From an optimization exercise on the open Yosys and OpenROAD flow, aimed at small area and a short achievable clock period; shortcuts taken in it are not production practice. The RTL was checked by simulation tests, not by an equivalence proof against the original design. Power is estimated from default activity; no workload was simulated.

--- flow/run.sh ---
#!/bin/bash
# synth_recipe.tcl (not shown) runs the flow's synth.tcl, then flattens the netlist and writes it again
# the make line also repeats each setting of config.mk as NAME=value (left out here)
make -C /OpenROAD-flow-scripts/flow DESIGN_CONFIG=/design/flow/config.mk WORK_HOME=/design/flow/orfs CLKGATE_MAP_FILE= SYNTH_SCRIPT=/design/flow/synth_recipe.tcl finish
--- flow/config.mk ---
export PLATFORM = sky130hd
export DESIGN_NAME = alu
export DESIGN_NICKNAME = alu
export VERILOG_FILES = /design/flow/design.v
export SDC_FILE = /design/flow/constraint.sdc
export NUM_CORES = 4
export LEC_CHECK = 0
export ABC_AREA = 1
export CAP_MARGIN = 20
export CORE_MARGIN = 2
export CORE_UTILIZATION = 40
export SLEW_MARGIN = 20
--- flow/constraint.sdc ---
create_clock -name core_clock -period 10.0 [get_ports {CLK}]
set_input_delay 2.0000 -clock core_clock [delete_from_list [all_inputs] [get_ports {CLK}]]
set_output_delay 2.0000 -clock core_clock [all_outputs]
set_load 0.01 [all_outputs]
--- flow/design.v ---
module alu #(parameter N = 16)
(
    input  [N-1:0] OPA, OPB,
    input CIN, CLK, RST, CE, MODE,
    input [3:0] CMD,
    input [1:0] INP_VALID,
    output reg COUT,
    output reg OFLOW,
    output reg G,
    output reg L,
    output reg E,
    output reg ERR,
    output reg overflow,
    output reg [2*N:0] RES);
    reg [15:0] a, b;
    reg [3:0]  cmd;
    reg        mode, cin;
    reg [1:0]  iv;
    reg        mip;
    reg [24:0] acc;
    wire v11 = (iv == 2'b11);
    wire v01 = (iv == 2'b01);
    wire v10 = (iv == 2'b10);
    wire is_mul = mode & v11 & ((cmd == 4'd9) | (cmd == 4'd10));
    wire start = ~mip & is_mul;
    always @(posedge CLK or posedge RST) begin
        if (RST) iv <= 2'b00;
        else if (CE & ~start) iv <= INP_VALID;
    end
    always @(posedge CLK) begin
        if (CE) begin
            if (start) begin
                b[7:0] <= b[15:8];
            end else begin
                a <= OPA; b <= OPB; cmd <= CMD; mode <= MODE; cin <= CIN;
            end
        end
    end
    wire op9 = cmd[0];
    wire m9 = ~mip & op9;
    wire [7:0] sel = b[7:0];
    wire [16:0] a0 = {1'b0, a};
    wire [16:0] a1 = {a, 1'b0};
    wire [16:0] r0 = m9 ? (sel[0] ? a1 : a0) : (sel[0] ? a0 : 17'd0);
    wire [15:0] pp1 = sel[1] ? a : 16'd0;
    wire [15:0] pp2 = sel[2] ? a : 16'd0;
    wire [15:0] pp3 = sel[3] ? a : 16'd0;
    wire [15:0] pp4 = sel[4] ? a : 16'd0;
    wire [15:0] pp5 = sel[5] ? a : 16'd0;
    wire [15:0] pp6 = sel[6] ? a : 16'd0;
    wire [15:0] pp7 = sel[7] ? a : 16'd0;
    wire [16:0] r8 = mip ? acc[24:8] : (op9 ? {1'b0, b} : 17'd0);
    wire mc = m9;
    wire hs1 = r0[5] ^ pp1[4];
    wire hc2 = r0[5] & pp1[4];
    wire fs3 = r0[6] ^ pp1[5] ^ pp2[4];
    wire fc4 = (r0[6] & pp1[5]) | (r0[6] & pp2[4]) | (pp1[5] & pp2[4]);
    wire hs5 = pp3[3] ^ pp4[2];
    wire hc6 = pp3[3] & pp4[2];
    wire fs7 = r0[7] ^ pp1[6] ^ pp2[5];
    wire fc8 = (r0[7] & pp1[6]) | (r0[7] & pp2[5]) | (pp1[6] & pp2[5]);
    wire fs9 = pp3[4] ^ pp4[3] ^ pp5[2];
    wire fc10 = (pp3[4] & pp4[3]) | (pp3[4] & pp5[2]) | (pp4[3] & pp5[2]);
    wire hs11 = pp6[1] ^ pp7[0];
    wire hc12 = pp6[1] & pp7[0];
    wire fs13 = r0[8] ^ pp1[7] ^ pp2[6];
    wire fc14 = (r0[8] & pp1[7]) | (r0[8] & pp2[6]) | (pp1[7] & pp2[6]);
    wire fs15 = pp3[5] ^ pp4[4] ^ pp5[3];
    wire fc16 = (pp3[5] & pp4[4]) | (pp3[5] & pp5[3]) | (pp4[4] & pp5[3]);
    wire fs17 = pp6[2] ^ pp7[1] ^ r8[8];
    wire fc18 = (pp6[2] & pp7[1]) | (pp6[2] & r8[8]) | (pp7[1] & r8[8]);
    wire fs19 = r0[9] ^ pp1[8] ^ pp2[7];
    wire fc20 = (r0[9] & pp1[8]) | (r0[9] & pp2[7]) | (pp1[8] & pp2[7]);
    wire fs21 = pp3[6] ^ pp4[5] ^ pp5[4];
    wire fc22 = (pp3[6] & pp4[5]) | (pp3[6] & pp5[4]) | (pp4[5] & pp5[4]);
    wire fs23 = pp6[3] ^ pp7[2] ^ r8[9];
    wire fc24 = (pp6[3] & pp7[2]) | (pp6[3] & r8[9]) | (pp7[2] & r8[9]);
    wire fs25 = r0[10] ^ pp1[9] ^ pp2[8];
    wire fc26 = (r0[10] & pp1[9]) | (r0[10] & pp2[8]) | (pp1[9] & pp2[8]);
    wire fs27 = pp3[7] ^ pp4[6] ^ pp5[5];
    wire fc28 = (pp3[7] & pp4[6]) | (pp3[7] & pp5[5]) | (pp4[6] & pp5[5]);
    wire fs29 = pp6[4] ^ pp7[3] ^ r8[10];
    wire fc30 = (pp6[4] & pp7[3]) | (pp6[4] & r8[10]) | (pp7[3] & r8[10]);
    wire fs31 = r0[11] ^ pp1[10] ^ pp2[9];
    wire fc32 = (r0[11] & pp1[10]) | (r0[11] & pp2[9]) | (pp1[10] & pp2[9]);
    wire fs33 = pp3[8] ^ pp4[7] ^ pp5[6];
    wire fc34 = (pp3[8] & pp4[7]) | (pp3[8] & pp5[6]) | (pp4[7] & pp5[6]);
    wire fs35 = pp6[5] ^ pp7[4] ^ r8[11];
    wire fc36 = (pp6[5] & pp7[4]) | (pp6[5] & r8[11]) | (pp7[4] & r8[11]);
    wire fs37 = r0[12] ^ pp1[11] ^ pp2[10];
    wire fc38 = (r0[12] & pp1[11]) | (r0[12] & pp2[10]) | (pp1[11] & pp2[10]);
    wire fs39 = pp3[9] ^ pp4[8] ^ pp5[7];
    wire fc40 = (pp3[9] & pp4[8]) | (pp3[9] & pp5[7]) | (pp4[8] & pp5[7]);
    wire fs41 = pp6[6] ^ pp7[5] ^ r8[12];
    wire fc42 = (pp6[6] & pp7[5]) | (pp6[6] & r8[12]) | (pp7[5] & r8[12]);
    wire fs43 = r0[13] ^ pp1[12] ^ pp2[11];
    wire fc44 = (r0[13] & pp1[12]) | (r0[13] & pp2[11]) | (pp1[12] & pp2[11]);
    wire fs45 = pp3[10] ^ pp4[9] ^ pp5[8];
    wire fc46 = (pp3[10] & pp4[9]) | (pp3[10] & pp5[8]) | (pp4[9] & pp5[8]);
    wire fs47 = pp6[7] ^ pp7[6] ^ r8[13];
    wire fc48 = (pp6[7] & pp7[6]) | (pp6[7] & r8[13]) | (pp7[6] & r8[13]);
    wire fs49 = r0[14] ^ pp1[13] ^ pp2[12];
    wire fc50 = (r0[14] & pp1[13]) | (r0[14] & pp2[12]) | (pp1[13] & pp2[12]);
    wire fs51 = pp3[11] ^ pp4[10] ^ pp5[9];
    wire fc52 = (pp3[11] & pp4[10]) | (pp3[11] & pp5[9]) | (pp4[10] & pp5[9]);
    wire fs53 = pp6[8] ^ pp7[7] ^ r8[14];
    wire fc54 = (pp6[8] & pp7[7]) | (pp6[8] & r8[14]) | (pp7[7] & r8[14]);
    wire fs55 = r0[15] ^ pp1[14] ^ pp2[13];
    wire fc56 = (r0[15] & pp1[14]) | (r0[15] & pp2[13]) | (pp1[14] & pp2[13]);
    wire fs57 = pp3[12] ^ pp4[11] ^ pp5[10];
    wire fc58 = (pp3[12] & pp4[11]) | (pp3[12] & pp5[10]) | (pp4[11] & pp5[10]);
    wire fs59 = pp6[9] ^ pp7[8] ^ r8[15];
    wire fc60 = (pp6[9] & pp7[8]) | (pp6[9] & r8[15]) | (pp7[8] & r8[15]);
    wire fs61 = r0[16] ^ pp1[15] ^ pp2[14];
    wire fc62 = (r0[16] & pp1[15]) | (r0[16] & pp2[14]) | (pp1[15] & pp2[14]);
    wire fs63 = pp3[13] ^ pp4[12] ^ pp5[11];
    wire fc64 = (pp3[13] & pp4[12]) | (pp3[13] & pp5[11]) | (pp4[12] & pp5[11]);
    wire fs65 = pp6[10] ^ pp7[9] ^ r8[16];
    wire fc66 = (pp6[10] & pp7[9]) | (pp6[10] & r8[16]) | (pp7[9] & r8[16]);
    wire fs67 = pp2[15] ^ pp3[14] ^ pp4[13];
    wire fc68 = (pp2[15] & pp3[14]) | (pp2[15] & pp4[13]) | (pp3[14] & pp4[13]);
    wire hs69 = pp5[12] ^ pp6[11];
    wire hc70 = pp5[12] & pp6[11];
    wire hs71 = pp3[15] ^ pp4[14];
    wire hc72 = pp3[15] & pp4[14];
    wire hs73 = r0[3] ^ pp1[2];
    wire hc74 = r0[3] & pp1[2];
    wire fs75 = r0[4] ^ pp1[3] ^ pp2[2];
    wire fc76 = (r0[4] & pp1[3]) | (r0[4] & pp2[2]) | (pp1[3] & pp2[2]);
    wire hs77 = pp3[1] ^ pp4[0];
    wire hc78 = pp3[1] & pp4[0];
    wire fs79 = hs1 ^ pp2[3] ^ pp3[2];
    wire fc80 = (hs1 & pp2[3]) | (hs1 & pp3[2]) | (pp2[3] & pp3[2]);
    wire fs81 = pp4[1] ^ pp5[0] ^ r8[5];
    wire fc82 = (pp4[1] & pp5[0]) | (pp4[1] & r8[5]) | (pp5[0] & r8[5]);
    wire fs83 = hc2 ^ fs3 ^ hs5;
    wire fc84 = (hc2 & fs3) | (hc2 & hs5) | (fs3 & hs5);
    wire fs85 = pp5[1] ^ pp6[0] ^ r8[6];
    wire fc86 = (pp5[1] & pp6[0]) | (pp5[1] & r8[6]) | (pp6[0] & r8[6]);
    wire fs87 = fc4 ^ hc6 ^ fs7;
    wire fc88 = (fc4 & hc6) | (fc4 & fs7) | (hc6 & fs7);
    wire fs89 = fs9 ^ hs11 ^ r8[7];
    wire fc90 = (fs9 & hs11) | (fs9 & r8[7]) | (hs11 & r8[7]);
    wire fs91 = fc8 ^ fc10 ^ hc12;
    wire fc92 = (fc8 & fc10) | (fc8 & hc12) | (fc10 & hc12);
    wire fs93 = fs13 ^ fs15 ^ fs17;
    wire fc94 = (fs13 & fs15) | (fs13 & fs17) | (fs15 & fs17);
    wire fs95 = fc14 ^ fc16 ^ fc18;
    wire fc96 = (fc14 & fc16) | (fc14 & fc18) | (fc16 & fc18);
    wire fs97 = fs19 ^ fs21 ^ fs23;
    wire fc98 = (fs19 & fs21) | (fs19 & fs23) | (fs21 & fs23);
    wire fs99 = fc20 ^ fc22 ^ fc24;
    wire fc100 = (fc20 & fc22) | (fc20 & fc24) | (fc22 & fc24);
    wire fs101 = fs25 ^ fs27 ^ fs29;
    wire fc102 = (fs25 & fs27) | (fs25 & fs29) | (fs27 & fs29);
    wire fs103 = fc26 ^ fc28 ^ fc30;
    wire fc104 = (fc26 & fc28) | (fc26 & fc30) | (fc28 & fc30);
    wire fs105 = fs31 ^ fs33 ^ fs35;
    wire fc106 = (fs31 & fs33) | (fs31 & fs35) | (fs33 & fs35);
    wire fs107 = fc32 ^ fc34 ^ fc36;
    wire fc108 = (fc32 & fc34) | (fc32 & fc36) | (fc34 & fc36);
    wire fs109 = fs37 ^ fs39 ^ fs41;
    wire fc110 = (fs37 & fs39) | (fs37 & fs41) | (fs39 & fs41);
    wire fs111 = fc38 ^ fc40 ^ fc42;
    wire fc112 = (fc38 & fc40) | (fc38 & fc42) | (fc40 & fc42);
    wire fs113 = fs43 ^ fs45 ^ fs47;
    wire fc114 = (fs43 & fs45) | (fs43 & fs47) | (fs45 & fs47);
    wire fs115 = fc44 ^ fc46 ^ fc48;
    wire fc116 = (fc44 & fc46) | (fc44 & fc48) | (fc46 & fc48);
    wire fs117 = fs49 ^ fs51 ^ fs53;
    wire fc118 = (fs49 & fs51) | (fs49 & fs53) | (fs51 & fs53);
    wire fs119 = fc50 ^ fc52 ^ fc54;
    wire fc120 = (fc50 & fc52) | (fc50 & fc54) | (fc52 & fc54);
    wire fs121 = fs55 ^ fs57 ^ fs59;
    wire fc122 = (fs55 & fs57) | (fs55 & fs59) | (fs57 & fs59);
    wire fs123 = fc56 ^ fc58 ^ fc60;
    wire fc124 = (fc56 & fc58) | (fc56 & fc60) | (fc58 & fc60);
    wire fs125 = fs61 ^ fs63 ^ fs65;
    wire fc126 = (fs61 & fs63) | (fs61 & fs65) | (fs63 & fs65);
    wire fs127 = fc62 ^ fc64 ^ fc66;
    wire fc128 = (fc62 & fc64) | (fc62 & fc66) | (fc64 & fc66);
    wire fs129 = fs67 ^ hs69 ^ pp7[10];
    wire fc130 = (fs67 & hs69) | (fs67 & pp7[10]) | (hs69 & pp7[10]);
    wire fs131 = fc68 ^ hc70 ^ hs71;
    wire fc132 = (fc68 & hc70) | (fc68 & hs71) | (hc70 & hs71);
    wire fs133 = pp5[13] ^ pp6[12] ^ pp7[11];
    wire fc134 = (pp5[13] & pp6[12]) | (pp5[13] & pp7[11]) | (pp6[12] & pp7[11]);
    wire fs135 = hc72 ^ pp4[15] ^ pp5[14];
    wire fc136 = (hc72 & pp4[15]) | (hc72 & pp5[14]) | (pp4[15] & pp5[14]);
    wire hs137 = pp6[13] ^ pp7[12];
    wire hc138 = pp6[13] & pp7[12];
    wire hs139 = pp5[15] ^ pp6[14];
    wire hc140 = pp5[15] & pp6[14];
    wire hs141 = r0[2] ^ pp1[1];
    wire hc142 = r0[2] & pp1[1];
    wire fs143 = hs73 ^ pp2[1] ^ pp3[0];
    wire fc144 = (hs73 & pp2[1]) | (hs73 & pp3[0]) | (pp2[1] & pp3[0]);
    wire fs145 = hc74 ^ fs75 ^ hs77;
    wire fc146 = (hc74 & fs75) | (hc74 & hs77) | (fs75 & hs77);
    wire fs147 = fc76 ^ hc78 ^ fs79;
    wire fc148 = (fc76 & hc78) | (fc76 & fs79) | (hc78 & fs79);
    wire fs149 = fc80 ^ fc82 ^ fs83;
    wire fc150 = (fc80 & fc82) | (fc80 & fs83) | (fc82 & fs83);
    wire fs151 = fc84 ^ fc86 ^ fs87;
    wire fc152 = (fc84 & fc86) | (fc84 & fs87) | (fc86 & fs87);
    wire fs153 = fc88 ^ fc90 ^ fs91;
    wire fc154 = (fc88 & fc90) | (fc88 & fs91) | (fc90 & fs91);
    wire fs155 = fc92 ^ fc94 ^ fs95;
    wire fc156 = (fc92 & fc94) | (fc92 & fs95) | (fc94 & fs95);
    wire fs157 = fc96 ^ fc98 ^ fs99;
    wire fc158 = (fc96 & fc98) | (fc96 & fs99) | (fc98 & fs99);
    wire fs159 = fc100 ^ fc102 ^ fs103;
    wire fc160 = (fc100 & fc102) | (fc100 & fs103) | (fc102 & fs103);
    wire fs161 = fc104 ^ fc106 ^ fs107;
    wire fc162 = (fc104 & fc106) | (fc104 & fs107) | (fc106 & fs107);
    wire fs163 = fc108 ^ fc110 ^ fs111;
    wire fc164 = (fc108 & fc110) | (fc108 & fs111) | (fc110 & fs111);
    wire fs165 = fc112 ^ fc114 ^ fs115;
    wire fc166 = (fc112 & fc114) | (fc112 & fs115) | (fc114 & fs115);
    wire fs167 = fc116 ^ fc118 ^ fs119;
    wire fc168 = (fc116 & fc118) | (fc116 & fs119) | (fc118 & fs119);
    wire fs169 = fc120 ^ fc122 ^ fs123;
    wire fc170 = (fc120 & fc122) | (fc120 & fs123) | (fc122 & fs123);
    wire fs171 = fc124 ^ fc126 ^ fs127;
    wire fc172 = (fc124 & fc126) | (fc124 & fs127) | (fc126 & fs127);
    wire fs173 = fc128 ^ fc130 ^ fs131;
    wire fc174 = (fc128 & fc130) | (fc128 & fs131) | (fc130 & fs131);
    wire fs175 = fc132 ^ fc134 ^ fs135;
    wire fc176 = (fc132 & fc134) | (fc132 & fs135) | (fc134 & fs135);
    wire fs177 = fc136 ^ hc138 ^ hs139;
    wire fc178 = (fc136 & hc138) | (fc136 & hs139) | (hc138 & hs139);
    wire hs179 = hc140 ^ pp6[15];
    wire hc180 = hc140 & pp6[15];
    wire hs181 = r0[0] ^ r8[0];
    wire hc182 = r0[0] & r8[0];
    wire fs183 = r0[1] ^ pp1[0] ^ r8[1];
    wire fc184 = (r0[1] & pp1[0]) | (r0[1] & r8[1]) | (pp1[0] & r8[1]);
    wire fs185 = hs141 ^ pp2[0] ^ r8[2];
    wire fc186 = (hs141 & pp2[0]) | (hs141 & r8[2]) | (pp2[0] & r8[2]);
    wire fs187 = hc142 ^ fs143 ^ r8[3];
    wire fc188 = (hc142 & fs143) | (hc142 & r8[3]) | (fs143 & r8[3]);
    wire fs189 = fc144 ^ fs145 ^ r8[4];
    wire fc190 = (fc144 & fs145) | (fc144 & r8[4]) | (fs145 & r8[4]);
    wire fs191 = fc146 ^ fs147 ^ fs81;
    wire fc192 = (fc146 & fs147) | (fc146 & fs81) | (fs147 & fs81);
    wire fs193 = fc148 ^ fs149 ^ fs85;
    wire fc194 = (fc148 & fs149) | (fc148 & fs85) | (fs149 & fs85);
    wire fs195 = fc150 ^ fs151 ^ fs89;
    wire fc196 = (fc150 & fs151) | (fc150 & fs89) | (fs151 & fs89);
    wire fs197 = fc152 ^ fs153 ^ fs93;
    wire fc198 = (fc152 & fs153) | (fc152 & fs93) | (fs153 & fs93);
    wire fs199 = fc154 ^ fs155 ^ fs97;
    wire fc200 = (fc154 & fs155) | (fc154 & fs97) | (fs155 & fs97);
    wire fs201 = fc156 ^ fs157 ^ fs101;
    wire fc202 = (fc156 & fs157) | (fc156 & fs101) | (fs157 & fs101);
    wire fs203 = fc158 ^ fs159 ^ fs105;
    wire fc204 = (fc158 & fs159) | (fc158 & fs105) | (fs159 & fs105);
    wire fs205 = fc160 ^ fs161 ^ fs109;
    wire fc206 = (fc160 & fs161) | (fc160 & fs109) | (fs161 & fs109);
    wire fs207 = fc162 ^ fs163 ^ fs113;
    wire fc208 = (fc162 & fs163) | (fc162 & fs113) | (fs163 & fs113);
    wire fs209 = fc164 ^ fs165 ^ fs117;
    wire fc210 = (fc164 & fs165) | (fc164 & fs117) | (fs165 & fs117);
    wire fs211 = fc166 ^ fs167 ^ fs121;
    wire fc212 = (fc166 & fs167) | (fc166 & fs121) | (fs167 & fs121);
    wire fs213 = fc168 ^ fs169 ^ fs125;
    wire fc214 = (fc168 & fs169) | (fc168 & fs125) | (fs169 & fs125);
    wire fs215 = fc170 ^ fs171 ^ fs129;
    wire fc216 = (fc170 & fs171) | (fc170 & fs129) | (fs171 & fs129);
    wire fs217 = fc172 ^ fs173 ^ fs133;
    wire fc218 = (fc172 & fs173) | (fc172 & fs133) | (fs173 & fs133);
    wire fs219 = fc174 ^ fs175 ^ hs137;
    wire fc220 = (fc174 & fs175) | (fc174 & hs137) | (fs175 & hs137);
    wire fs221 = fc176 ^ fs177 ^ pp7[13];
    wire fc222 = (fc176 & fs177) | (fc176 & pp7[13]) | (fs177 & pp7[13]);
    wire fs223 = fc178 ^ hs179 ^ pp7[14];
    wire fc224 = (fc178 & hs179) | (fc178 & pp7[14]) | (hs179 & pp7[14]);
    wire hs225 = hc180 ^ pp7[15];
    wire hc226 = hc180 & pp7[15];
    wire [24:0] xa = {1'b0, hc226, fc224, fc222, fc220, fc218, fc216, fc214, fc212, fc210, fc208, fc206, fc204, fc202, fc200, fc198, fc196, fc194, fc192, fc190, fc188, fc186, fc184, hc182, hs181};
    wire [24:0] xb = {1'b0, 1'b0, hs225, fs223, fs221, fs219, fs217, fs215, fs213, fs211, fs209, fs207, fs205, fs203, fs201, fs199, fs197, fs195, fs193, fs191, fs189, fs187, fs185, fs183, mc};
    wire [24:0] x = xa + xb;
    always @(posedge CLK) begin
        if (~mip) acc <= x;
    end
    wire incdec = ~v11;                        
    wire dec = cmd[0];                         
    wire sgn = (cmd == 4'd11) | (cmd == 4'd12);
    wire sub = (cmd == 4'd1) | (cmd == 4'd3) | (cmd == 4'd12);
    wire [15:0] xo = v01 ? b : a;
    wire [16:0] xs = {sgn & a[15], xo};
    wire [16:0] yb = {sgn & b[15], b};
    wire [16:0] ys = incdec ? {17{dec}} : (sub ? ~yb : yb);
    wire cs = incdec ? ~dec : (cmd == 4'd2) ? cin : (cmd == 4'd3) ? ~cin : sub;
    wire [17:0] s1 = {xs, 1'b1} + {ys, cs};    
    wire [16:0] s = s1[17:1];
    wire [15:0] ca = {a[15] ^ sgn, a[14:0]};
    wire [15:0] cb = {b[15] ^ sgn, b[14:0]};
    wire eq = (a == b);
    wire lt = (ca < cb);
    wire b_one = &b;
    reg [3:0] lut;
    always @* begin
        lut = 4'b0000;
        if (~mode) begin
            if (v11) begin
                case (cmd)
                    4'd0: lut = 4'b1000;
                    4'd1: lut = 4'b0111;
                    4'd2: lut = 4'b1110;
                    4'd3: lut = 4'b0001;
                    4'd4: lut = 4'b0110;
                    4'd5: lut = 4'b1001;
                    default: lut = 4'b0000;
                endcase
            end else if (v01) begin
                if (cmd == 4'd7) lut = 4'b0101;    
            end else if (v10) begin
                if (cmd == 4'd6) lut = 4'b0011;    
            end
        end
    end
    wire [15:0] lg = (a & b & {16{lut[3]}}) | (a & ~b & {16{lut[2]}}) |
                     (~a & b & {16{lut[1]}}) | (~a & ~b & {16{lut[0]}});
    wire rotop = v11;                          
    wire [3:0] ramt = cmd[0] ? (rotop ? b[3:0] : 4'd15) : (rotop ? (4'd0 - b[3:0]) : 4'd1);
    wire [15:0] r1 = ramt[0] ? {xo[0], xo[15:1]} : xo;
    wire [15:0] r2 = ramt[1] ? {r1[1:0], r1[15:2]} : r1;
    wire [15:0] r3 = ramt[2] ? {r2[3:0], r2[15:4]} : r2;
    wire [15:0] rot = ramt[3] ? {r3[7:0], r3[15:8]} : r3;
    wire big = |b[15:4];
    reg selS, selS16, selExt, holdLo, holdHi, selRot, selShr, selShl;
    reg cn, on, gn, ln, en, errn, ovn;
    always @* begin
        selS = 0; selS16 = 0; selExt = 0; holdLo = 0; holdHi = 0;
        selRot = 0; selShr = 0; selShl = 0;
        cn = 0; on = 0; gn = 0; ln = 0; en = 0; errn = 0; ovn = 0;
        if (mip) begin
        end else if (iv == 2'b00) begin
            holdLo = 1; holdHi = 1;
        end else if (mode) begin
            if (v11) begin
                case (cmd)
                    4'd0: begin selS = 1; selS16 = 1; holdHi = 1; cn = s[16]; end
                    4'd1: begin selS = 1; selS16 = 1; selExt = 1; on = s[16]; end
                    4'd2: begin selS = 1; selS16 = 1; end
                    4'd3: begin selS = 1; selS16 = 1; selExt = 1; on = s[16] & ~(cin & b_one); end
                    4'd8: begin en = eq; gn = ~eq & ~lt; ln = lt; end
                    4'd9, 4'd10: begin holdLo = 1; holdHi = 1; end
                    4'd11: begin selS = 1; selS16 = 1; selExt = 1;
                                 ovn = ~(a[15] ^ b[15]) & (s[15] ^ a[15]);
                                 en = eq; gn = ~eq & ~lt; ln = lt; end
                    4'd12: begin selS = 1; selS16 = 1; selExt = 1;
                                 ovn = (a[15] ^ b[15]) & (s[15] ^ a[15]);
                                 en = eq; gn = ~eq & ~lt; ln = lt; end
                    default: errn = 1;
                endcase
            end else if (v01) begin
                case (cmd)
                    4'd6: begin selS = 1; errn = s[16]; end
                    4'd7: begin selS = 1; on = s[16]; end
                    default: errn = 1;
                endcase
            end else begin
                case (cmd)
                    4'd4: begin selS = 1; errn = s[16]; end
                    4'd5: begin selS = 1; on = s[16]; errn = s[16]; end
                    default: errn = 1;
                endcase
            end
        end else begin
            if (v11) begin
                case (cmd)
                    4'd0, 4'd1, 4'd2, 4'd3, 4'd4, 4'd5: ;
                    4'd12, 4'd13: begin selRot = ~big; errn = big; end
                    default: errn = 1;
                endcase
            end else if (v01) begin
                case (cmd)
                    4'd7: ;
                    4'd10: selShr = 1;
                    4'd11: selShl = 1;
                    default: errn = 1;
                endcase
            end else begin
                case (cmd)
                    4'd6: ;
                    4'd8: selShr = 1;
                    4'd9: selShl = 1;
                    default: errn = 1;
                endcase
            end
        end
    end
    wire [15:0] rsel = {selRot | selShl, {14{selRot | selShl | selShr}}, selRot | selShr};
    wire [32:0] y = {{16{selExt & s[16]}},
                     (selS16 & s[16]) | (selShl & xo[15]),
                     ({16{selS}} & s[15:0]) | lg | (rsel & rot)};
    wire [32:0] prod = op9 ? {x, acc[7:0]} : {x[23:0], acc[7:0], 1'b0};
    wire enLo = CE & (mip | ~holdLo);
    wire enHi = CE & (mip | ~holdHi);
    wire [32:0] rn = mip ? prod : y;
    always @(posedge CLK or posedge RST) begin
        if (RST) RES[16:0] <= 0;
        else if (enLo) RES[16:0] <= rn[16:0];
    end
    always @(posedge CLK or posedge RST) begin
        if (RST) RES[32:17] <= 0;
        else if (enHi) RES[32:17] <= rn[32:17];
    end
    always @(posedge CLK or posedge RST) begin
        if (RST) begin
            COUT <= 0; OFLOW <= 0; G <= 0; L <= 0; E <= 0; ERR <= 0; overflow <= 0;
            mip <= 0;
        end else if (CE) begin
            COUT <= cn; OFLOW <= on; G <= gn; L <= ln; E <= en; ERR <= errn; overflow <= ovn;
            mip <= start;
        end
    end
endmodule
==> impl_metrics.ini, run 1 <==
[run_status]
status = timing/DRC/antenna clean

[sta]
rsz0062_at_grt = no
tns_ns = 0
setup_ws_ns = 2.55
tightest_slew_ns = 1.13
setup-violations-final = 0
period_share_pct = 74.5
period_minus_slack_ns = 7.45
finalMaxSlewViolations = 0
clock.fmax_ghz = 0.134
fin_hold_ws_ns = 0.486
hold_violations = 0
slew_headroom_pct = 24.8
clock_skew_ns = 0.0149

[global_routing]
gr-total-overflow = 0
grt_max_degree = 49
antenna_found_initial = 0
grt_pass1_vias = 12100
grt_usage_pct = 26.5
grt_pass1_wl_mm = 71.1

[placement]
port_buffers = 82
dpl.cell_count = 2298
dp_hpwl_mm = 36.7
place_ws_ns = 2.67
gp_congestion = 1.04
place_area_um2 = 14700

[power]
power.total_mw = 3.73
power_switching_mw = 2.00
p_leak_nw = 7.52
intPower_mw = 1.73
pwr-share-clk_pct = 10.0
combPwrFrac_pct = 69.2
power_density_nw_per_um2 = 249
peakVddDrop_mv = 0.181
swShare_pct = 53.6
pwr-share-seq_pct = 20.8

[routing]
via_count = 12600
drtIter0Drc = 1305
drt-total-wl_mm = 45.8
avgViaCountPerCell = 5.42
drc = 0
wl_per_cell_um = 19.8
firstDrtPassIters = 7
ant_nets = 0

[hold_path]
hold_end = OFLOW$_DFFE_PP0P_
holdPathStages = 2
min_from = OFLOW$_DFFE_PP0P_
min_path_type = reg -> reg

[flow_run]
maxCapViolCount = 0

[synth]
synth_ff_type = edfxtp_1
yosys_warnings = 1
yosysSeqAreaShare_pct = 21.8
synthCells = 1833
syn-num-nets = 2099
synth_edf_count = 63
async_reset_ff_share_pct = 40.6
synth.distinct_cells = 59
yosys_register_bits = 106
avgSynthCellArea_um2 = 7.42
syn_area_um2 = 13600

[die]
num_rows = 67
die_x_um = 188
die-area_um2 = 35500
start_util_pct = 40.6
core_area_um2 = 33500
dieHeight_um = 188
io_pins = 83

[clock_network]
clk_pin_slew_ns = 0.07
cts_sinks = 106
tritoncts = built
root_buffer = clkbuf_16
numCtsBuffers = 9
htree_levels = 3
hold_buffers = 0
ctsResizeCount = 0
clock_path_buffers = 2
clk-insertion-delay-late_ns = 0.39
cts_setup_buffers = 0

[worst_setup_path]
rr_worst_depth = 29
r2r-end = RES[21]$_DFFE_PP0P_
cp_common_cell = nand2_1
cp-end-kind = register
r2r_start = cmd[0]$_DFFE_PP_
slowest_stage = edfxtp_1
path_class = reg -> reg
critPathLaunchType = register
crit_required_ns = 10.31
crit_fanout = 17
worst_ep_arrival_time_ns = 7.77
r2r_slack_ns = 2.55
slowest_delay_ns = 0.70

[finish]
fillCellCount = 3404
final_core_util_pct = 44.8
nets = 2128
final_cell_area_um2 = 15000
area.growth.synth_to_final_pct = 10.3
final_cell_mix = nand2_1 (430), inv_1 (342), ha_1 (121)
final_common_cell = nand2_1
drive_gt1_share_pct = 4.02
fin_cells = 2315
n_antenna_cell = 0
==> synthesized netlist by cell type, types with 10 or more instances <==
cell        n  share of area (%)
o22ai_1    22                1.0
xor2_1     22                1.4
fa_1      102                 15
o211ai_1   11               0.61
buf_2      16               0.59
a221oi_1   18                1.2
nor3_1     19               0.70
nor4_1     10               0.46
o21ai_1    11               0.40
dfrtp_1    43                7.9
clkbuf_1   37                1.0
inv_1     343                9.5
inv_2      17               0.47
nand3_1   117                4.3
ha_1      121                 11
nand4_1    17               0.78
o21ai_0   106                3.9
nand2_1   430                 12
a22oi_1    12               0.66
mux2i_1    15                1.1
nor2_1     97                2.7
edfxtp_1   63                 14
a21oi_1    70                2.6
==> worst max-delay path, delay by kind of cell, from the launching register on <==
kind                     cells  cell delay, ns
AO/OA/AOI/OAI                4            0.69
XOR/XNOR                     1            0.29
adder cells (fa/ha/maj)      5            2.39
buffers and inverters        8            1.18
flip-flops                   1            0.70
AND/OR/NAND/NOR             11            2.11
==> cell families after synthesis <==
kind of cell	count (synthesis)	synth area share, %
simple gates	719	22.3
mux	15	1.10
xor+xnor	29	2.06
flops	106	21.8
compound gates	309	14.0
fa+ha+maj	223	26.1
buf+inv	432	12.5
==> worst max-delay path by stage <==
stage	startpoint	to	cells past startpoint
3_3_place_gp	cmd[0]$_DFFE_PP_	RES[21]$_DFFE_PP0P_	29
6_report	cmd[0]$_DFFE_PP_	RES[21]$_DFFE_PP0P_	29
5_1_grt	cmd[0]$_DFFE_PP_	RES[21]$_DFFE_PP0P_	29
4_1_cts	cmd[0]$_DFFE_PP_	RES[22]$_DFFE_PP0P_	29
3_5_place_dp	cmd[0]$_DFFE_PP_	RES[22]$_DFFE_PP0P_	29
2_1_floorplan	cmd[0]$_DFFE_PP_	RES[24]$_DFFE_PP0P_	30
==> power by group through the flow <==
stage | Combinational [mW] | Clock (mW) | Sequential [mW]
2_1_floorplan | 1.71 | 0 | 0.746
3_3_place_gp | 2.51 | 0 | 0.790
3_5_place_dp | 2.52 | 0 | 0.784
4_1_cts | 2.53 | 0.379 | 0.779
5_1_grt | 2.88 | 0.397 | 0.789
6_report | 2.58 | 0.373 | 0.778
==> metal layers <==
layer	up-vias	wire length, um	GRT usage (%)
li1	5952	-	-
met1	6006	21200	38.2
met2	519	19400	39.2
met3	73	3650	5.12
met4	0	1590	10.0
met5	-	0	0
==> layout make-up <==
| class | instances | area, um^2 | share of cell area, % |
|---|---|---|---|
| Inverter | 363 | 1370 | 9.13 |
| Multi-Input combinational cell | 1295 | 8930 | 59.5 |
| Clock buffer | 12 | 268 | 1.78 |
| Sequential cell | 106 | 2970 | 19.8 |
| Clock inverter | 4 | 32.5 | 0.217 |
| Timing Repair Buffer | 87 | 878 | 5.85 |
| Tap cell | 448 | 561 | 3.73 |
==> flip-flops by register name, indices dropped and copies added (netlist names), 2 cells and up <==
register  count
a            16
iv            2
RES          33
cmd           4
acc          25
b            16
==> inputs of run 2 (changes only) <==
--- a/flow/design.v
+++ b/flow/design.v
@@ -37,10 +37,13 @@
         end
     end
+    reg m9;
+    always @(posedge CLK) begin
+        if (CE) m9 <= ~start & CMD[0];
+    end
     wire op9 = cmd[0];
-    wire m9 = ~mip & op9;
     wire [7:0] sel = b[7:0];
-    wire [16:0] a0 = {1'b0, a};
-    wire [16:0] a1 = {a, 1'b0};
-    wire [16:0] r0 = m9 ? (sel[0] ? a1 : a0) : (sel[0] ? a0 : 17'd0);
+    wire k1 = m9 ^ sel[0];
+    wire k2 = m9 & sel[0];
+    wire [16:0] r0 = ({17{k1}} & {1'b0, a}) | ({17{k2}} & {a, 1'b0});
     wire [15:0] pp1 = sel[1] ? a : 16'd0;
     wire [15:0] pp2 = sel[2] ? a : 16'd0;
@@ -50,5 +53,5 @@
     wire [15:0] pp6 = sel[6] ? a : 16'd0;
     wire [15:0] pp7 = sel[7] ? a : 16'd0;
-    wire [16:0] r8 = mip ? acc[24:8] : (op9 ? {1'b0, b} : 17'd0);
+    wire [16:0] r8 = ({17{mip}} & acc[24:8]) | ({17{m9}} & {1'b0, b});
     wire mc = m9;
     wire hs1 = r0[5] ^ pp1[4];
@@ -397,15 +400,18 @@
                      (selS16 & s[16]) | (selShl & xo[15]),
                      ({16{selS}} & s[15:0]) | lg | (rsel & rot)};
-    wire [32:0] prod = op9 ? {x, acc[7:0]} : {x[23:0], acc[7:0], 1'b0};
-    wire enLo = CE & (mip | ~holdLo);
-    wire enHi = CE & (mip | ~holdHi);
-    wire [32:0] rn = mip ? prod : y;
-    always @(posedge CLK or posedge RST) begin
-        if (RST) RES[16:0] <= 0;
-        else if (enLo) RES[16:0] <= rn[16:0];
-    end
+    wire [32:0] prod9 = {x, acc[7:0]};
+    wire [32:0] prod10 = {x[23:0], acc[7:0], 1'b0};
+    wire p9 = CE & mip & op9;
+    wire p10 = CE & mip & ~op9;
+    wire ldLo = CE & ~mip & ~holdLo;
+    wire ldHi = CE & ~mip & ~holdHi;
+    wire [32:0] rn;
+    assign rn[16:0] = ({17{p9}} & prod9[16:0]) | ({17{p10}} & prod10[16:0]) |
+                      ({17{ldLo}} & y[16:0]) | ({17{~(p9 | p10 | ldLo)}} & RES[16:0]);
+    assign rn[32:17] = ({16{p9}} & prod9[32:17]) | ({16{p10}} & prod10[32:17]) |
+                       ({16{ldHi}} & y[32:17]) | ({16{~(p9 | p10 | ldHi)}} & RES[32:17]);
     always @(posedge CLK or posedge RST) begin
-        if (RST) RES[32:17] <= 0;
-        else if (enHi) RES[32:17] <= rn[32:17];
+        if (RST) RES <= 0;
+        else RES <= rn;
     end
     always @(posedge CLK or posedge RST) begin
--- a/flow/config.mk
+++ b/flow/config.mk
@@ -10,3 +10,4 @@
 export CORE_MARGIN = 2
 export CORE_UTILIZATION = 40
+export SETUP_SLACK_MARGIN = 5
 export SLEW_MARGIN = 20
==> run 2 against run 1 <==
- final area rose by 4.7%
- maximum frequency is 51% higher
- total power increased by 16%
- non-clock buffer count is 37 higher
- setup slack better by 2.5 ns
- register-to-register slack improved by 2.5 ns
- via count is 2.1% higher
- count of clock-buffer cells in the layout decreased by 1
- global-route usage up 1.2 points
- clock skew rose by 0.0012 ns
- sequential cell count grew 1
- final cell count up 2.3%
- largest power group unchanged
- highest routed layer unchanged
==> impl_metrics.ini, run 2 <==
[global_routing]
grt_pass1_wl_mm = 73.9
antenna_found_initial = 0
gr-total-overflow = 0
grt_usage_pct = 27.7
grt_max_degree = 44
grt_pass1_vias = 12600

[finish]
final_cell_mix = nand2_1 (494), inv_1 (329), nand3_1 (128)
top_regs = RES (33), acc (25)
nets = 2182
final_common_cell = nand2_1
seq_area_um2 = 3000
largest_reg_flops = 33
regMostFlops = RES
drive_gt1_share_pct = 8.96
fillCellCount = 3345
n_antenna_cell = 0
area.growth.synth_to_final_pct = 17.2
multi_input_area_um2 = 9350

[sta]
period_minus_slack_ns = 4.95
tns_ns = 0
setup-violations-final = 0
finalMaxSlewViolations = 0
fin_hold_ws_ns = 0.490
clock.fmax_ghz = 0.202
slew_headroom_pct = 32.1
clock_skew_ns = 0.0161
hold_violations = 0
period_share_pct = 49.5
tightest_slew_ns = 1.02
rsz0062_at_grt = yes

[worst_setup_path]
crit_fanout = 6
cp-end-kind = register
slowest_stage = fa_1
worst_ep_arrival_time_ns = 5.09
critPathLaunchType = register
cp_num_buf_inv = 7
path_class = reg -> reg
cpLargestDelayFamily = adder cells
crit_required_ns = 10.14
path_cells = ha_4 -> clkinvlp_4 -> buf_6 -> o22ai_4 -> inv_2 -> fa_2 -> fa_1 -> inv_2 -> fa_1 -> inv_1 -> fa_1 -> inv_2 -> ha_4 -> a21o_1 -> o21bai_1 -> o21bai_4 -> a21oi_2 -> inv_1 -> nand2_1 -> nand3b_1 -> and2_4
slowest_delay_ns = 0.53

[power]
p_leak_nw = 7.89
peakVddDrop_mv = 0.217
power_density_nw_per_um2 = 276

[synth]
avgSynthCellArea_um2 = 7.27
synth_top_cell_area_share_pct = 15.2
synth_ff_type = edfxtp_1
synth_top_cell_by_area = fa_1
synth_edf_count = 64
yosysMostFrequentCell = nand2_1
yosysSeqAreaShare_pct = 22.3
synthCells = 1845
yosys_register_bits = 107
syn-num-nets = 2112
synth.distinct_cells = 47
synthTopCellsByArea = fa_1 (15%), edfxtp_1 (14%), nand2_1 (14%), ha_1 (11%), inv_1 (9.6%)
async_reset_ff_share_pct = 40.2
synthTopCellsByCount = nand2_1 (507), inv_1 (342), nand3_1 (135)
syn_area_um2 = 13400
yosys_warnings = 1

[clock_network]
cts_sinks = 107
numCtsBuffers = 9
htree_levels = 3
clk-insertion-delay-late_ns = 0.38
root_buffer = clkbuf_16
clock_path_buffers = 2
hold_buffers = 0
tritoncts = built
clk_pin_slew_ns = 0.09

[placement]
port_buffers = 82
gp_congestion = 0.985
dp_hpwl_mm = 37.1

[die]
io_pins = 83
dieHeight_um = 187
start_util_pct = 40.3
die-area_um2 = 35000
core_area_um2 = 33300
num_rows = 67
die_x_um = 187

[routing]
avgViaCountPerCell = 5.41
ant_nets = 0
drc = 0
drtIter0Drc = 1098
wl_per_cell_um = 20.4
via_count = 12800
drt-total-wl_mm = 48.3
firstDrtPassIters = 7

[flow_run]
maxCapViolCount = 0

[run_status]
status = timing/DRC/antenna clean

[hold_path]
min_path_type = reg -> reg
==> run 2: cell count changes after synthesis, moves of 7 or more <==
cell       before  now
nand2_1       430  507
nand3_1       117  135
a21oi_1        70   86
nor2_1         97   83
o21ai_0       106   93
a221oi_1       18    7
inv_2          17    6
a2bb2oi_1       9    0
nand4_1        17   25
o21ai_1        11    3
o22a_1          7    0
==> run 2: cells by family after synthesis <==
group                      share of synthesized area, %
xor gates and xnor gates                           1.68
AOI/OAI and AO/OA                                  11.7
and+or+nand+nor                                    25.0
adders and majority gates                          26.6
buffers and inverters                              12.0
DFF                                                22.3
muxes                                             0.746
==> run 2: tightest hold or removal path, cell delays in order, from the launching register on <==
cell,delay (ns)
dfrtp_1,0.35
nand2_1,0.06
nand2_1,0.06
==> run 2: path summary, 6_finish.rpt <==
check | startpoint | endpoint | slack (ns) | cells past startpoint
max | m9$_DFFE_PP_ | acc[17]$_DFFE_PN_ | 5.05 | 21
min | G$_DFFE_PP0P_ | G$_DFFE_PP0P_ | 0.49 | 2
max reg2reg | m9$_DFFE_PP_ | acc[17]$_DFFE_PN_ | 5.05 | 21
min reg2reg | G$_DFFE_PP0P_ | G$_DFFE_PP0P_ | 0.49 | 2
max in group asynchronous | RST | E$_DFFE_PP0P_ | 7.37 | 2
min in group asynchronous | RST | RES[13]$_DFF_PP0_ | 2.10 | 2
==> run 2: what timing repair did <==
action	in CTS	in global routing
resized for setup	31	89
pin swaps	4	37
gates cloned	1	0
setup buffers	18	18
setup endpoints to repair	33	40
==> run 2: report_power, final <==
part / total (mW) / switching [mW] / internal [mW] / leakage, nW
clock: 0.374 / 0.186 / 0.188 / 0.147
combinational: 3.22 / 1.94 / 1.28 / 6.54
sequential: 0.746 / 0.0788 / 0.667 / 1.20
total: 4.34 / 2.21 / 2.14 / 7.89
==> run 2: metal layers <==
metal | track usage [%] | share of wire (%) | vias to the layer above
met5 | 0 | 0 | -
met4 | 10.8 | 3.6 | 0
met3 | 3.83 | 6.8 | 99
met2 | 45.0 | 46 | 516
met1 | 37.3 | 43 | 6180
li1 | - | - | 6023
==> run 2: cell type report <==
type                            instances  share of cell area, %
Multi-Input combinational cell       1324                   59.4
Sequential cell                       107                   19.1
Inverter                              348                   8.39
Timing Repair Buffer                  124                   7.60
Tap cell                              448                   3.56
Clock buffer                           11                   1.62
Clock inverter                          5                  0.271
Timing Repair inverter                  1                 0.0477
==> run 2: stage by stage <==
step	setup slack, ns	std cells	util (%)	instance area [um^2]	power (mW)
floorplan	5.03	1845	-	13400	2.39
global placement	4.54	2314	43.7	14500	3.13
detailed placement	4.52	2314	43.7	14500	3.13
CTS	5.01	2349	45.6	15200	3.72
global route	4.89	2368	47.2	15700	4.71
finish	5.05	2368	47.2	15700	4.34
==> inputs of run 3 (changes only) <==
--- a/flow/design.v
+++ b/flow/design.v
@@ -18,5 +18,5 @@
     reg [1:0]  iv;
     reg        mip;
-    reg [24:0] acc;
+    reg [24:8] acc;      
     wire v11 = (iv == 2'b11);
     wire v01 = (iv == 2'b01);
@@ -32,4 +32,5 @@
             if (start) begin
                 b[7:0] <= b[15:8];
+                b[15:8] <= x[7:0];
             end else begin
                 a <= OPA; b <= OPB; cmd <= CMD; mode <= MODE; cin <= CIN;
@@ -285,5 +286,5 @@
     wire [24:0] x = xa + xb;
     always @(posedge CLK) begin
-        if (~mip) acc <= x;
+        if (~mip) acc <= x[24:8];
     end
     wire incdec = ~v11;                        
@@ -400,18 +401,18 @@
                      (selS16 & s[16]) | (selShl & xo[15]),
                      ({16{selS}} & s[15:0]) | lg | (rsel & rot)};
-    wire [32:0] prod9 = {x, acc[7:0]};
-    wire [32:0] prod10 = {x[23:0], acc[7:0], 1'b0};
-    wire p9 = CE & mip & op9;
-    wire p10 = CE & mip & ~op9;
-    wire ldLo = CE & ~mip & ~holdLo;
-    wire ldHi = CE & ~mip & ~holdHi;
+    wire [32:0] prod9 = {x, b[15:8]};
+    wire [32:0] prod10 = {x[23:0], b[15:8], 1'b0};
+    wire p9 = mip & op9;
+    wire p10 = mip & ~op9;
+    wire ldLo = ~mip & ~holdLo;
+    wire ldHi = ~mip & ~holdHi;
     wire [32:0] rn;
     assign rn[16:0] = ({17{p9}} & prod9[16:0]) | ({17{p10}} & prod10[16:0]) |
-                      ({17{ldLo}} & y[16:0]) | ({17{~(p9 | p10 | ldLo)}} & RES[16:0]);
+                      ({17{ldLo}} & y[16:0]) | ({17{~(mip | ldLo)}} & RES[16:0]);
     assign rn[32:17] = ({16{p9}} & prod9[32:17]) | ({16{p10}} & prod10[32:17]) |
-                       ({16{ldHi}} & y[32:17]) | ({16{~(p9 | p10 | ldHi)}} & RES[32:17]);
+                       ({16{ldHi}} & y[32:17]) | ({16{~(mip | ldHi)}} & RES[32:17]);
     always @(posedge CLK or posedge RST) begin
         if (RST) RES <= 0;
-        else RES <= rn;
+        else if (CE) RES <= rn;
     end
     always @(posedge CLK or posedge RST) begin
--- a/flow/config.mk
+++ b/flow/config.mk
@@ -6,5 +6,4 @@
 export NUM_CORES = 4
 export LEC_CHECK = 0
-export ABC_AREA = 1
 export CAP_MARGIN = 20
 export CORE_MARGIN = 2
==> run 3 against run 2 <==
- global-route usage up 2.2 points
- combinational power down 12%
- sequential power down 16%
- largest power group unchanged
- highest routed layer unchanged
==> impl_metrics.ini, run 3 <==
[worst_setup_path]
cp_common_cell = fa_1
cpLargestDelayFamily = adder cells
slowest_delay_ns = 0.60
r2r_slack_ns = 4.93
worst_ep_arrival_time_ns = 5.34
path_cells = ha_4 -> buf_2 -> a22o_1 -> fa_1 -> inv_1 -> fa_1 -> inv_1 -> fa_1 -> fa_1 -> ha_4 -> and2_1 -> a221o_1 -> buf_4 -> a31oi_4 -> o211ai_1 -> buf_4 -> a221o_1
crit_fanout = 8
cp-end-kind = register
cp.depth = 17
r2r-end = RES[28]$_DFFE_PP0P_
path_class = reg -> reg
critical_path.startpoint = m9$_DFFE_PP_
r2r_start = m9$_DFFE_PP_
critPathLaunchType = register
rr_worst_depth = 17
crit_required_ns = 10.27
slowest_stage = fa_1
crit_end = RES[28]$_DFFE_PP0P_
cp_num_buf_inv = 5

[routing]
ant_nets = 0
drc = 0
firstDrtPassIters = 10
drtIter0Drc = 1785
via_count = 12400
wl_per_cell_um = 24.8
drt-total-wl_mm = 50.2
avgViaCountPerCell = 6.12

[synth]
syn_area_um2 = 12900
yosysMostFrequentCell = nand2_1
synth_edf_count = 56
async_reset_ff_share_pct = 43.4
synthTopCellsByCount = nand2_1 (197), inv_1 (165), nor2_1 (128)
yosys_register_bits = 99
yosysSeqAreaShare_pct = 21.4
synth_top_cell_area_share_pct = 15.8
synthCells = 1503
avgSynthCellArea_um2 = 8.59
syn-num-nets = 1770
synth.distinct_cells = 78
synthTopCellsByArea = fa_1 (16%), edfxtp_1 (13%), ha_1 (12%), dfrtp_1 (8.3%), nand2_1 (5.7%)
yosys_warnings = 1
synth_ff_type = edfxtp_1
synth_top_cell_by_area = fa_1

[clock_network]
clock_path_buffers = 2
cts_sinks = 99
htree_levels = 3
tritoncts = built
root_buffer = clkbuf_16
clk-insertion-delay-late_ns = 0.40
clk_pin_slew_ns = 0.07
numCtsBuffers = 9

[global_routing]
antenna_found_initial = 0
grt_usage_pct = 29.9
grt_use_met3_pct = 6.70
grt_max_degree = 58
grt_pass1_vias = 12100
grt_util_met2_pct = 45.0
grt_pass1_wl_mm = 74.5
gr-total-overflow = 0
grt_busiest_layer = met2
grt_util_met1_pct = 41.1

[finish]
final_cell_mix = nand2_1 (197), inv_1 (151), nor2_1 (127)
regMostFlops = RES
final_common_cell = nand2_1
largest_reg_flops = 33
drive_gt1_share_pct = 15.1
top_regs = RES (33), acc (17)
final_core_util_pct = 49.0
area.growth.synth_to_final_pct = 20.0
fin_cells = 2024
nets = 1884
n_antenna_cell = 0

[hold_path]
holdPathStages = 1
min_path_type = reg -> reg

[die]
start_util_pct = 40.8
core_area_um2 = 31600
dieHeight_um = 184
io_pins = 83
die_x_um = 184
die-area_um2 = 33700
num_rows = 65

[sta]
clock_skew_ns = 0.0211
setup-violations-final = 0
hold_violations = 0
slew_headroom_pct = 33.6
period_minus_slack_ns = 5.07
rsz0062_at_grt = yes
tightest_slew_ns = 0.995
period_share_pct = 50.7
finalMaxSlewViolations = 0
tns_ns = 0
clock.fmax_ghz = 0.197

[run_status]
status = timing/DRC/antenna clean

[power]
p_leak_nw = 6.90
combPwrFrac_pct = 73.7
pwr-share-seq_pct = 16.4
swShare_pct = 49.4
peakVddDrop_mv = 0.225
intPower_mw = 1.94
pwr-share-clk_pct = 10.0
power_switching_mw = 1.90
power_density_nw_per_um2 = 248

[placement]
port_buffers = 82
dp_hpwl_mm = 36.1
dpl.cell_count = 1923
gp_congestion = 1.02

[flow_run]
maxCapViolCount = 0
-- run 3: worst min path at each step --
stage / from / to / slack, ns
finish: G$_DFFE_PP0P_ / G$_DFFE_PP0P_ / 0.50
global route: RES[2]$_DFFE_PP0P_ / RES[2]$_DFFE_PP0P_ / 0.52
global placement: RES[19]$_DFFE_PP0P_ / RES[19]$_DFFE_PP0P_ / 0.47
detailed placement: RES[19]$_DFFE_PP0P_ / RES[19]$_DFFE_PP0P_ / 0.48
CTS: RES[19]$_DFFE_PP0P_ / RES[19]$_DFFE_PP0P_ / 0.50
floorplan: RES[19]$_DFFE_PP0P_ / RES[19]$_DFFE_PP0P_ / 0.52
-- run 3: kinds of logic (layout without fill, tap and decap cells) --
logic type / Yosys count / in the layout / share of synthesized area, %
compound gates: 373 / 373 / 20.0
xor+xnor: 56 / 56 / 3.80
fa+ha+maj: 224 / 224 / 27.6
buf+inv: 260 / 379 / 7.83
flops: 99 / 99 / 21.4
mux: 61 / 61 / 4.83
simple gates: 430 / 430 / 14.6
-- run 3: metrics by stage --
| step | setup slack [ns] | power [mW] | cell area, um^2 | hold WS, ns |
|---|---|---|---|---|
| finish | 4.93 | 3.85 | 15500 | 0.497 |
| global route | 4.82 | 4.07 | 15500 | 0.522 |
| CTS | 4.93 | 3.48 | 15000 | 0.503 |
| detailed placement | 4.16 | 2.83 | 14100 | 0.477 |
| global placement | 4.24 | 2.82 | 14100 | 0.474 |
| floorplan | 4.81 | 2.07 | 13000 | 0.516 |
-- run 3: area by class of cell --
cell class / count / area [um^2]
Inverter: 171 / 668
Timing Repair Buffer: 192 / 1710
Sequential cell: 99 / 2760
Fill cell: 3017 / 16100
Clock inverter: 5 / 61.3
Clock buffer: 11 / 233
Multi-Input combinational cell: 1144 / 9550
Tap cell: 402 / 503
-- run 3: repair_timing --
action,CTS,global route
pin swaps,12,35
endpoints found under the setup margin,39,27
hold buffers,0,0
setup buffers,51,34
endpoints found under the hold margin,0,0
resized for setup,38,55
-- run 3: power groups by stage --
stage | registers, mW | logic [mW] | clock network (mW)
final | 0.630 | 2.83 | 0.383
after CTS | 0.629 | 2.47 | 0.383
after floorplan | 0.606 | 1.47 | 0
after global placement | 0.652 | 2.17 | 0
after global routing | 0.633 | 3.04 | 0.396
after detailed placement | 0.650 | 2.18 | 0
-- run 3: layer usage --
metal,wire (um),part of all wire [%],vias up
met3,5760,11,135
met1,20500,41,6044
li1,-,-,5426
met4,2240,4.5,0
met2,21700,43,781
met5,0,0,-
==> inputs of run 4 (changes only) <==
==> flow/flow/run.sh (new file) <==
#!/bin/bash
# The standard layout, with one netlist clean-up between synthesis and
# floorplan: fixinv.py flips full adders that Yosys left with inverted inputs
# or outputs (a full adder is self-dual), so the inverters around them go.
# Registers and everything else in the netlist stay as the standard synthesis
# made them.
set -euo pipefail
W=$(pwd)
R=$W/orfs/results/$FLOW_PLATFORM/alu/base
bash standard.sh "$R/1_2_yosys.v" > synth.log 2>&1
cp "$R/1_2_yosys.v" 1_2_yosys.standard.v
python3 flow/fixinv.py "$R/1_2_yosys.v" > fixinv.log 2>&1
bash standard.sh > layout.log 2>&1
==> flow/flow/fixinv.py (new file) <==
#!/usr/bin/env python3
"""Removes inverters around full adders in a flat sky130 netlist.

A full adder is self-dual: FA(~a, ~b, ~c) = (~sum, ~cout).  Yosys's extract_fa
leaves many full adders with inverted inputs or outputs; flipping such an adder
(feeding it the complemented inputs and complementing its outputs) lets the
inverters around it go.  Only combinational inverters and full adders change;
every register stays as it is.
usage: fixinv.py netlist.v [out.v]"""
import re, sys

src = open(sys.argv[1]).read()
out = sys.argv[2] if len(sys.argv) > 2 else sys.argv[1]
cell_re = re.compile(r'^  (sky130_fd_sc_hd__\w+) (\S+)\s+\((.*?)\n  \);\n', re.S | re.M)
first = cell_re.search(src)
head = src[:first.start()]
tail = src[src.rindex('endmodule'):]
cells = {}
order = []
for m in cell_re.finditer(src):
    typ, name, body = m.group(1), m.group(2), m.group(3)
    pins = dict((k, v.strip()) for k, v in re.findall(r'\.(\w+)\(([^()]*)\)', body))
    cells[name] = [typ, pins]
    order.append(name)
assert src[first.start():src.rindex('endmodule')].count(';') == len(order), "unparsed text"
OUTP = {'X', 'Y', 'SUM', 'COUT', 'Q', 'Q_N', 'HI', 'LO'}
INV = re.compile(r'sky130_fd_sc_hd__(inv|clkinv)_\d+$')
ports = set()
for m in re.finditer(r'^\s*(input|output)\s+(\[\d+:\d+\]\s+)?(\S+);', head, re.M):
    ports.add(m.group(3))
def portnet(n):
    return n.split('[')[0] in ports

def rebuild():
    global drv, loads
    drv, loads = {}, {}
    for name, (typ, pins) in cells.items():
        for p, n in pins.items():
            if p in OUTP:
                drv[n] = (name, p)
            else:
                loads.setdefault(n, []).append((name, p))
rebuild()
def is_inv(name):
    return name in cells and INV.match(cells[name][0])

cnt = [0]
def newnet():
    cnt[0] += 1
    return f"_fixinv{cnt[0]}_"
def newinv(a, y):
    cnt[0] += 1
    nm = f"_fixinv_cell{cnt[0]}_"
    cells[nm] = ['sky130_fd_sc_hd__inv_1', {'A': a, 'Y': y}]
    order.append(nm)
newnets = []

def gain(f):
    typ, pins = cells[f]
    g = 0
    for p in ('A', 'B', 'CIN'):
        n = pins[p]
        d = drv.get(n)
        if d and is_inv(d[0]):
            if len(loads.get(n, [])) == 1 and not portnet(n):
                g += 1
        else:
            if not any(is_inv(c) for c, _ in loads.get(n, [])):
                g -= 1
    for p in ('SUM', 'COUT'):
        n = pins[p]
        if portnet(n):
            return -99
        ls = loads.get(n, [])
        invs = [c for c, _ in ls if is_inv(c) and not portnet(cells[c][1]['Y'])]
        g += len(invs)
        if len(invs) < len(ls):
            g -= 1
    return g

def flip(f):
    typ, pins = cells[f]
    for p in ('A', 'B', 'CIN'):
        n = pins[p]
        d = drv.get(n)
        if d and is_inv(d[0]):
            pins[p] = cells[d[0]][1]['A']
        else:
            inv = [c for c, _ in loads.get(n, []) if is_inv(c)]
            if inv:
                pins[p] = cells[inv[0]][1]['Y']
            else:
                y = newnet(); newnets.append(y); newinv(n, y); pins[p] = y
    for p in ('SUM', 'COUT'):
        n = pins[p]
        n2 = newnet(); newnets.append(n2)
        pins[p] = n2
        rest = []
        for c, cp in loads.get(n, []):
            if is_inv(c) and not portnet(cells[c][1]['Y']):
                k = cells[c][1]['Y']
                for c2, p2 in loads.get(k, []):
                    cells[c2][1][p2] = n2
                del cells[c]
            else:
                rest.append((c, cp))
        if rest:
            newinv(n2, n)
    # drop inverters left without loads
    rebuild()
    changed = True
    while changed:
        changed = False
        for c in list(cells):
            if is_inv(c):
                y = cells[c][1]['Y']
                if not loads.get(y) and not portnet(y):
                    del cells[c]; changed = True
        if changed:
            rebuild()

def ninv():
    return sum(1 for c in cells if is_inv(c))
before = ninv()
while True:
    best = None
    for f, (typ, pins) in cells.items():
        if typ.startswith('sky130_fd_sc_hd__fa_'):
            g = gain(f)
            if g > 0 and (best is None or g > best[0]):
                best = (g, f)
    if best is None:
        break
    n0 = ninv()
    flip(best[1])
    assert ninv() < n0, (best, n0, ninv())
after = ninv()
order = [c for c in order if c in cells]
with open(out, 'w') as fo:
    fo.write(head)
    for n in newnets:
        fo.write(f"  wire {n};\n")
    for c in order:
        typ, pins = cells[c]
        fo.write(f"  {typ} {c} (\n" + ",\n".join(f"    .{p}({n}{' ' if n.startswith(chr(92)) else ''})" for p, n in pins.items()) + "\n  );\n")
    fo.write(tail)
print(f"fixinv: inverters {before} -> {after}", file=sys.stderr)
==> flow/standard.sh (new file) <==
#!/bin/bash
# synth_recipe.tcl (not shown) runs the flow's synth.tcl, then flattens the netlist and writes it again
# the make line also repeats each setting of config.mk as NAME=value (left out here)
make -C /OpenROAD-flow-scripts/flow DESIGN_CONFIG=/design/flow/config.mk WORK_HOME=/design/flow/orfs CLKGATE_MAP_FILE= SYNTH_SCRIPT=/design/flow/synth_recipe.tcl "${@:-finish}"
removed: flow/run.sh
==> run 4 against run 3 <==
- clock skew grew 0.0029 ns
- utilization shrank 0.64 points
- non-clock buffer count shrank 18
- first-iteration DRC count shrank 15%
- hold slack gained 0.0069 ns
- die area shrank 2.0%
- sequential power is essentially flat
- largest power group unchanged
- highest routed layer unchanged
==> impl_metrics.ini, run 4 <==
[run_status]
status = timing/DRC/antenna clean

[sta]
setup-violations-final = 0
setup_ws_ns = 4.93
clock_skew_ns = 0.0241
hold_violations = 0
rsz0062_at_grt = yes
fin_hold_ws_ns = 0.504
period_minus_slack_ns = 5.07
finalMaxSlewViolations = 0
period_share_pct = 50.7
clock.fmax_ghz = 0.197
tightest_slew_ns = 1.04
tns_ns = 0
slew_headroom_pct = 30.6

[global_routing]
antenna_found_initial = 0
grt_pass1_vias = 11900
grt_pass1_wl_mm = 73.4
gr-total-overflow = 0
grt_max_degree = 58
grt_usage_pct = 29.7
grt_busiest_layer = met2
grt_use_met3_pct = 7.10
grt_util_met2_pct = 46.0
grt_util_met1_pct = 40.0

[finish]
nets = 1796
largest_reg_flops = 33
top_regs = RES (33), acc (17)
area.growth.synth_to_final_pct = 19.7
regMostFlops = RES
n_antenna_cell = 0
multi_input_area_um2 = 9550
final_cell_mix = nand2_1 (197), nor2_1 (128), ha_1 (109)
drive_gt1_share_pct = 14.1
seq_area_um2 = 2760
fillCellCount = 2938
final_common_cell = nand2_1

[synth]
syn-num-nets = 1700
avgSynthCellArea_um2 = 8.82
yosys_warnings = 1
synthCells = 1433
syn_area_um2 = 12600

[worst_setup_path]
crit_fanout = 11
path_class = reg -> reg
crit_required_ns = 10.27
critPathLaunchType = register
cp-end-kind = register
worst_ep_arrival_time_ns = 5.33

[clock_network]
root_buffer = clkbuf_16
clk-insertion-delay-late_ns = 0.40
htree_levels = 3
clk_pin_slew_ns = 0.08
clock_path_buffers = 2
numCtsBuffers = 9
cts_sinks = 99
tritoncts = built
hold_buffers = 0

[routing]
ant_nets = 0
drc = 0
firstDrtPassIters = 12
avgViaCountPerCell = 6.24
via_count = 12100
drt-total-wl_mm = 48.9
drtIter0Drc = 1522
wl_per_cell_um = 25.3

[die]
start_util_pct = 40.4
dieHeight_um = 182
num_rows = 65
core_area_um2 = 31300
die-area_um2 = 33000
die_x_um = 182
io_pins = 83

[power]
power_density_nw_per_um2 = 257
peakVddDrop_mv = 0.286
p_leak_nw = 6.55

[placement]
dp_hpwl_mm = 35.6
gp_congestion = 0.994
place_ws_ns = 4.20
port_buffers = 82

[hold_path]
min_path_type = reg -> reg

[flow_run]
maxCapViolCount = 0
-- run 4: timing repair --
action / CTS / global route
pin swaps: 10 / 22
gates resized for setup: 34 / 40
setup endpoints to repair: 40 / 26
setup buffers: 52 / 18
-- run 4: metrics by stage --
| stage | instances | cell area, um^2 | util [%] | total power, mW |
|---|---|---|---|---|
| 6_report | 1936 | 15100 | 48.3 | 3.89 |
| 5_1_grt | 1936 | 15100 | 48.3 | 4.09 |
| 4_1_cts | 1918 | 14800 | 47.2 | 3.46 |
| 3_5_place_dp | 1850 | 13900 | 44.3 | 2.83 |
| 3_3_place_gp | 1850 | 13900 | 44.3 | 2.83 |
| 2_1_floorplan | 1433 | 12700 | - | 2.07 |
-- run 4: area by class of cell --
class                           instances  share of cell area (%)
Sequential cell                        99                    18.2
Clock inverter                          7                   0.752
Tap cell                              402                    3.32
Inverter                              101                    2.74
Timing Repair Buffer                  174                    10.4
Multi-Input combinational cell       1144                    63.1
Clock buffer                            9                    1.49
-- run 4: routing by layer --
metal  share of wire [%]  vias up
li1                    -     5264
met1                  41     5912
met2                  44      749
met3                  11      146
met4                 4.1        0
met5                   0        -
-- run 4: worst max-delay path, cell delays in order (launching register included) --
cell and delay [ns]:
edfxtp_1 0.51, buf_8 0.20, buf_4 0.16, a22o_1 0.22, fa_1 0.45, fa_1 0.52, fa_1 0.49, fa_1 0.57
ha_4 0.24, a21o_1 0.22, a221o_1 0.36, buf_4 0.15, a31oi_4 0.17, o211ai_1 0.19, buf_4 0.18, a221o_1 0.30
-- run 4: final timing paths --
kind / endpoint / slack (ns) / startpoint / cells after the start
max reg2reg: RES[28]$_DFFE_PP0P_ / 4.93 / m9$_DFFE_PP_ / 15
min: G$_DFFE_PP0P_ / 0.50 / G$_DFFE_PP0P_ / 1
min reg2reg: G$_DFFE_PP0P_ / 0.50 / G$_DFFE_PP0P_ / 1
max in group asynchronous: RES[22]$_DFFE_PP0P_ / 7.35 / RST / 2
min in group asynchronous: RES[11]$_DFFE_PP0P_ / 2.11 / RST / 2
max: RES[28]$_DFFE_PP0P_ / 4.93 / m9$_DFFE_PP_ / 15
-- run 4: where the power goes --
part	leakage, nW	internal [mW]	total (mW)	switching, mW
Sequential	1.14	0.561	0.627	0.0661
Combinational	5.25	1.20	2.83	1.64
Clock	0.166	0.227	0.426	0.200
Total	6.55	1.98	3.89	1.90

afterwards: timing with drivers on the ports:
No port has a modelled driver above. Below, the same layouts with a new extraction and two added sets of constraints.
Step 1 (the two cells are an assumption about what drives the block):
set clk [get_ports {CLK}]
set_driving_cell -lib_cell sky130_fd_sc_hd__clkbuf_16 $clk
set_driving_cell -lib_cell sky130_fd_sc_hd__buf_2 [delete_from_list [all_inputs] $clk]
Step 2 adds t to the input delays and takes it off the output delays; t is the mean of the earliest and latest rising clock arrival at the registers after step 1. Input paths then give back, and output paths get back, about the clock's delay inside the block.
Slacks: ideal / step 1 / step 2; pairs: ideal / step 1.
run	t, ns	setup WS [ns]	worst hold slack (ns)	slew at the worst register clock pin (ns)	worst slew at a driven data input, ns
run 1	0.429	2.546 / 2.546 / 2.546	0.486 / 0.486 / 0.486	0.08 / 0.08	0.05
run 2	0.421	5.053 / 5.053 / 5.053	0.490 / 0.490 / 0.490	0.09 / 0.09	0.08
run 3	0.445	4.932 / 4.932 / 4.932	0.497 / 0.497 / 0.497	0.09 / 0.09	0.04
run 4	0.440	4.933 / 4.933 / 4.933	0.504 / 0.504 / 0.504	0.10 / 0.10	0.04
After both steps every run listed still meets setup and hold.
